Context: an optimization exercise on an open-source flow, tuned for small area. The choices shown serve that exercise and are no tape-out recipe.
The RTL was checked by simulation tests, not by an equivalence proof against the original design.
Power is estimated from default activity; no workload was simulated.

==> flow/design.v <==
module ff( clk,en ,rst,D,Q);
parameter width=1;
parameter DREG=0;
parameter RSTTYPE="SYNC";
input clk,rst,en;
input [width-1:0]D;
output [width-1:0]Q;
reg [width-1:0] tmp;
generate
    if(RSTTYPE=="SYNC")
    begin
 always@(posedge clk)
begin
   if(rst)
    tmp<=0;
    else if(en)
    tmp<=D;
   end 
end
else
begin
always@(posedge clk,posedge rst)
begin
   if(rst)
    tmp<=0;
    else if(en)
    tmp<=D; 
   end 
end
   endgenerate
   assign Q = (DREG)? tmp:D;
endmodule
module project_1 (A,B,D,C,CLK,CARRYIN,OPMODE,BCIN,RSTA,RSTB,RSTM,RSTP,RSTC,RSTD,RSTCARRYIN,RSTOPMODE,CEA,CEB,CEM,CEP,CEC,CED,CECARRYIN,CEOPMODE,PCIN,BCOUT,PCOUT,P,M,CARRYOUT,CARRYOUTF);
parameter A0REG=0;
parameter A1REG=1;
parameter B0REG=0;
parameter B1REG=1;
parameter CREG=1;
parameter MREG=1;
parameter DREG=1;
parameter PREG=1;
parameter CARRYINREG=1;
parameter CARRYOUTREG=1;
parameter OPMODEREG=1;
parameter CARRINYSEL="OPMODE5";
parameter B_INPUT = "DIRECT";
parameter RSTTYPE ="SYNC";
input CLK,RSTA,RSTB,RSTM,RSTP,RSTC,RSTD,RSTCARRYIN,RSTOPMODE,CEA,CEB,CEP,CEC,CED,CEM,CARRYIN,CECARRYIN,CEOPMODE;
input [17:0]A,B,D,BCIN;
input [7:0] OPMODE;
input [47:0]C,PCIN;
output [17:0] BCOUT;
output  [47:0] PCOUT,P;
output  CARRYOUT,CARRYOUTF;
output  [35:0] M;
wire [17:0] B_MUX;
wire[17:0] A_REG;
wire[17:0] B_REG;
wire[17:0] D_REG;
wire [47:0] C_REG;
wire [7:0] OPMODE_REG;
wire [17:0] result_REG;
wire [17:0] A_REG2;
wire [35:0] multiply_REG;
wire CARRY_IN_MUX;
wire CARRYIN_REG;
reg [17:0] add_sub;
reg [17:0] result;
reg[35:0] multiply;
reg[47:0] X;
reg [47:0]Z;
reg [47:0] add_sub_2;
reg cout;
assign B_MUX= (B_INPUT == "DIRECT")? B: (B_INPUT == "CASCADE")? BCIN:0;
assign  CARRY_IN_MUX= (CARRINYSEL=="OPMODE5")? OPMODE_REG[5]: (CARRINYSEL=="CARRYIN")?CARRYIN:1'b0;
ff #(.width(18),.DREG(A0REG),.RSTTYPE(RSTTYPE)) A0( CLK,CEA ,RSTA,A,A_REG);
ff #(.width(18),.DREG(B0REG),.RSTTYPE(RSTTYPE)) B0( CLK,CEB ,RSTB,B_MUX,B_REG);
ff #(.width(48),.DREG(CREG),.RSTTYPE(RSTTYPE)) C_ff ( CLK,CEC ,RSTC,C,C_REG);
ff #(.width(18),.DREG(DREG),.RSTTYPE(RSTTYPE)) D_ff( CLK,CED ,RSTD,D,D_REG);
ff #(.width(8),.DREG(OPMODEREG),.RSTTYPE(RSTTYPE)) OPMODE_ff ( CLK,CEOPMODE ,RSTOPMODE,OPMODE,OPMODE_REG);
ff #(.width(18),.DREG(B1REG),.RSTTYPE(RSTTYPE)) B1 ( CLK,CEB ,RSTB,result,result_REG);
ff #(.width(18),.DREG(A1REG),.RSTTYPE(RSTTYPE)) A1( CLK,CEA ,RSTA,A_REG,A_REG2);
ff #(.width(36),.DREG(MREG),.RSTTYPE(RSTTYPE)) M_ff( CLK,CEM ,RSTM,multiply,multiply_REG);
ff #(.width(1),.DREG(CARRYINREG),.RSTTYPE(RSTTYPE)) CARRYIN_ff( CLK,CECARRYIN ,RSTCARRYIN,CARRY_IN_MUX,CARRYIN_REG);
ff #(.width(48),.DREG(PREG),.RSTTYPE(RSTTYPE)) P_ff( CLK,CEP ,RSTP,add_sub_2,P);
ff #(.width(1),.DREG(CARRYOUTREG),.RSTTYPE(RSTTYPE)) CARRYOUT_ff( CLK,CECARRYIN ,RSTCARRYIN,cout,CARRYOUT);
assign CARRYOUTF=CARRYOUT;
assign PCOUT= P;
assign BCOUT= result_REG;
assign M=multiply_REG;
always@(*)
begin
if(!OPMODE_REG[6])
add_sub= D_REG+B_REG;
else
add_sub=D_REG-B_REG;
if(OPMODE_REG[4])
result= add_sub;
else
result= B_REG;
end
always@(*)
begin
    multiply=A_REG2*result_REG;
end
always@ (*)
begin
case(OPMODE_REG[1:0])
2'b00:X=0;
2'b01:X=multiply_REG;
2'b10:X=P;
2'b11:X={D_REG,A_REG2,result_REG};
endcase    
end
always@(*)
begin
    case(OPMODE_REG[3:2])
    2'b00:Z=0;
    2'b01:Z=PCIN;
    2'b10:Z=P;
    2'b11:Z=C_REG;
endcase
end
always@(*)
begin
    if(!OPMODE_REG[7])
 {cout,add_sub_2}= X+Z+CARRYIN_REG;
 else
  {cout,add_sub_2}=Z-(X+CARRYIN_REG);  
end
endmodule
==> flow/run.sh <==
#!/bin/bash
# synth_recipe.tcl (not shown) runs the flow's synth.tcl, then flattens the netlist and writes it again
# the make line also repeats each setting of config.mk as NAME=value (left out here)
make -C /OpenROAD-flow-scripts/flow DESIGN_CONFIG=/design/flow/config.mk WORK_HOME=/design/flow/orfs CLKGATE_MAP_FILE= SYNTH_SCRIPT=/design/flow/synth_recipe.tcl finish
==> flow/config.mk <==
export PLATFORM = sky130hd
export DESIGN_NAME = project_1
export DESIGN_NICKNAME = project_1
export VERILOG_FILES = /design/flow/design.v
export SDC_FILE = /design/flow/constraint.sdc
export NUM_CORES = 4
export LEC_CHECK = 0
export CAP_MARGIN = 20
export CORE_MARGIN = 2
export CORE_UTILIZATION = 40
export SLEW_MARGIN = 20
==> flow/constraint.sdc <==
create_clock -name core_clock -period 7.5 [get_ports {CLK}]
set_input_delay 1.5000 -clock core_clock [delete_from_list [all_inputs] [get_ports {CLK}]]
set_output_delay 1.5000 -clock core_clock [all_outputs]
set_load 0.01 [all_outputs]
==> summary.txt <==
Global route
  • Initial antenna violation count: 6
  • Global route overflow: 0
  • Global-route wire length before repair: 138800 um
  • Vias in the first global route: 23.22k
  • Overall global routing resource usage: 25.56%
  • Pin count of the biggest net entering global routing: 61

Place
  • Post-DP HPWL: 72870 um
  • IO Port Bufs: 326
  • Placed cells: 4383
  • Gpl congestion: 0.9299

Floorplanning
  • Io pins: 346
  • Chip height: 266.8 um
  • Cell row count: 96
  • Die Wd: 266.8 um
  • Core area: 68470 um2
  • Die area: 71160 um2
  • Initial core utilization: 40.34%

Routing
  • Routed wire length per instance: 20.63 um
  • Post-DRT Antenna Nets: 0
  • Initial drt markers: 1615
  • Vias: 23.75k
  • Pre-antenna DRT Iters: 5
  • Drt total wl: 91140 um
  • DR DRC count: 0
  • Via/cell ratio: 5.377

Critical path
  • Crit-path max FO: 11
  • CP dominant cell by count: fa_1
  • Max incr delay on CP: 0.69 ns
  • WP buf/inv: 5
  • Req. time, crit path: 7.91 ns
  • Crit end category: flop
  • Worst EP arrival: 7.47 ns
  • Critical-path top delay cell: dfxtp_1
  • Cell family with most CP delay: adder cells
  • Cell breakdown of the critical path: nand2_1, fa_1, inv_1, fa_1, inv_1, fa_1, inv_1, fa_1, fa_1, inv_1, fa_1, inv_1, ha_1, and3_1, a221o_1, a31oi_1, o21ai_0, a21oi_1, a31oi_1, o41ai_1, nor4b_1, or3_1
  • Kind of critical path: reg -> reg
  • CP Launch Type: flop

Yosys
  • Mapped Area: 27620 um2
  • Post-synthesis sequential element count: 196
  • Ys async rst share: 0%
  • Gate Count Post-Synth: 3350
  • Area leader, netlist: fa_1
  • Main synth FF type: dfxtp_1
  • Yosys top cell area share: 18.92%
  • Yosys warning count: 7
  • Synth Net Count: 4072
  • Post-synthesis sequential area ratio: 14.21%
  • Syn avg cell area: 8.244 um2
  • EDFF count, synth: 0
  • Synth unique cells: 77
  • Most frequent cells after synthesis: 459 x inv_1, 292 x nand2_1, 276 x nor2_1
  • Top cells by area, synth: fa_1 19%, dfxtp_1 14%, ha_1 12%, inv_1 6.2%, mux2i_1 5.8%
  • Cell with the most instances after synthesis: inv_1

Final layout
  • Ratio of cells with drive above 1 in the final layout: 6.057%
  • Area delta synth->final: 15.88%
  • NumNets Final: 4242
  • Final Instance Count excl. Fillers: 4417
  • # fillers: 6845

Timing
  • Worst slew margin: 28.25%
  • Tmin final: 7.060 ns
  • Total negative slack: 0 ns
  • Max-slew violation count: 0
  • Tcrit/Tclk final: 94.14%
  • Max Clk Rate: 141.6 MHz
  • Clock Skew: 0.02398 ns
  • Slew @ Worst Pin: 1.076 ns
  • RSZ-0062 raised after global routing: no
  • Final Hold Fails: 0
  • Setup violations, final: 0

CTS
  • Cts hold-fix bufs: 0
  • Worst skew pair latency: 0.52 ns
  • CTS tree: built
  • H-tree depth: 4
  • Root buf cell: clkbuf_16
  • CTS Buf Count: 17
  • Cts repair resizes: 0
  • Worst-path clk slew: 0.09 ns
  • Setup Buffers After CTS: 0
  • Clk buf depth: 2
  • Clock Sinks: 196

Job
  • Max Cap Viol: 0

Pwr
  • Pleak: 0.01522 uW
  • Max VDD drop: 0.1758 mV
  • P per Cell Area: 148.4 nW/um2

Worst hold path
  • Hold Path Class: reg -> reg

Status
  • Status: timing/DRC/antenna clean
-- flip-flops by register name (all words and copies together), names as in the netlist, 8 cells and up --
name	flops
B1.tmp	18
D_ff.tmp	18
P_ff.tmp	48
C_ff.tmp	48
M_ff.tmp	36
OPMODE_ff.tmp	8
A1.tmp	18
-- layout by cell type (no fill, tap or decap), types with 76 or more instances in the layout --
cell,netlist,final
nor2_1,276,275
nand2_1,292,292
mux2i_1,159,159
dfxtp_1,196,191
o21ai_0,76,76
xnor2_1,96,96
clkdlybuf4s50_1,0,318
and2_1,139,139
ha_1,267,267
mux2_2,85,85
fa_1,261,261
a21oi_1,165,165
inv_1,459,459
-- worst reg2reg max path: cells and delay by family (launching register included) --
family / cells / cell delay, ns
simple gates: 4 / 0.81
flops: 1 / 0.69
fa+ha+maj: 7 / 3.31
buf+inv: 5 / 0.26
compound gates: 6 / 1.90
-- power breakdown --
group	internal, uW	switching (uW)
clock	488	559
combinational	1070	1320
sequential	1130	190
total	2690	2060
-- cell type report --
| class | count | area [um2] | share of cell area [%] |
|---|---|---|---|
| multi-input combinational | 2452 | 20880 | 65.24 |
| sequential | 196 | 3930 | 12.28 |
| timing repair buffer | 393 | 3729 | 11.65 |
| inverter | 460 | 1727 | 5.395 |
| tap | 882 | 1104 | 3.448 |
| clock buffer | 17 | 425.4 | 1.329 |
| clock inverter | 15 | 205.2 | 0.6412 |
| antenna | 2 | 5.005 | 0.01564 |
-- routing by layer --
metal	share of wire [%]	routed length [um]	track usage (%)
met1	45	41040	35.03
met5	0.074	67	0
met3	6.9	6320	5.083
met2	45	41170	40.41
met4	2.8	2541	8.047
-- per-stage QoR --
| step | setup slack [ns] | power [uW] | hold WS, ns | util (%) | cell area (um2) |
|---|---|---|---|---|---|
| after floorplan | 0.9104 | 2876 | 0.4544 | - | 27620 |
| after global routing | 0.09937 | 5079 | 0.5107 | 46.73 | 32000 |
| after global placement | 0.5201 | 3704 | 0.4671 | 45.83 | 31380 |
| after detailed placement | 0.4435 | 3717 | 0.4746 | 45.83 | 31380 |
| final | 0.4396 | 4750 | 0.4946 | 46.74 | 32000 |
| after CTS | 0.4374 | 4792 | 0.4995 | 46.75 | 32010 |
-- path summary, 6_finish.rpt --
path	end	slack [ns]	start	cells after the start
max reg2reg	M_ff.tmp[31]$_SDFFE_PP0P_	0.44	A1.tmp[5]$_SDFFE_PP0P_	22
max	M_ff.tmp[31]$_SDFFE_PP0P_	0.44	A1.tmp[5]$_SDFFE_PP0P_	22
min reg2reg	C_ff.tmp[7]$_SDFFE_PP0P_	0.49	C_ff.tmp[7]$_SDFFE_PP0P_	2
min	C_ff.tmp[7]$_SDFFE_PP0P_	0.49	C_ff.tmp[7]$_SDFFE_PP0P_	2
-- cells by family (layout without fill, tap and decap cells) --
family | count (synthesis) | in the layout | share of synthesized area (%)
compound gates | 612 | 612 | 15.12
xor+xnor | 129 | 129 | 4.091
fa+ha+maj | 528 | 528 | 31.02
buf+inv | 702 | 885 | 10.24
flops | 196 | 196 | 14.21
mux | 245 | 245 | 9.283
other cells | 0 | 2 | 0
simple gates | 938 | 938 | 16.04

[what the ideal ports hide]
The flow's constraints put no driver on any port. The routed layout listed below was extracted and timed again, unchanged, in two steps.
Step 1 (the two cells are an assumption about what drives the block):
set clk [get_ports {CLK}]
set_driving_cell -lib_cell sky130_fd_sc_hd__clkbuf_16 $clk
set_driving_cell -lib_cell sky130_fd_sc_hd__buf_2 [delete_from_list [all_inputs] $clk]
Step 2 also shifts input and output timing later by t, the mid clock arrival at the registers, as if the neighbouring blocks saw the same clock.
Slacks: ideal ports / drivers / drivers and shift; pairs: ideal ports / drivers.
shift t [ns]: 0.574
setup slack, ns: 0.440 / 0.440 / 0.440
worst register clock-pin slew, ns: 0.10 / 0.10
After both steps setup and hold are still met in this run. For this run, drivers alone change the setup slack by 0.000 ns; drivers and shift together by 0.000 ns.
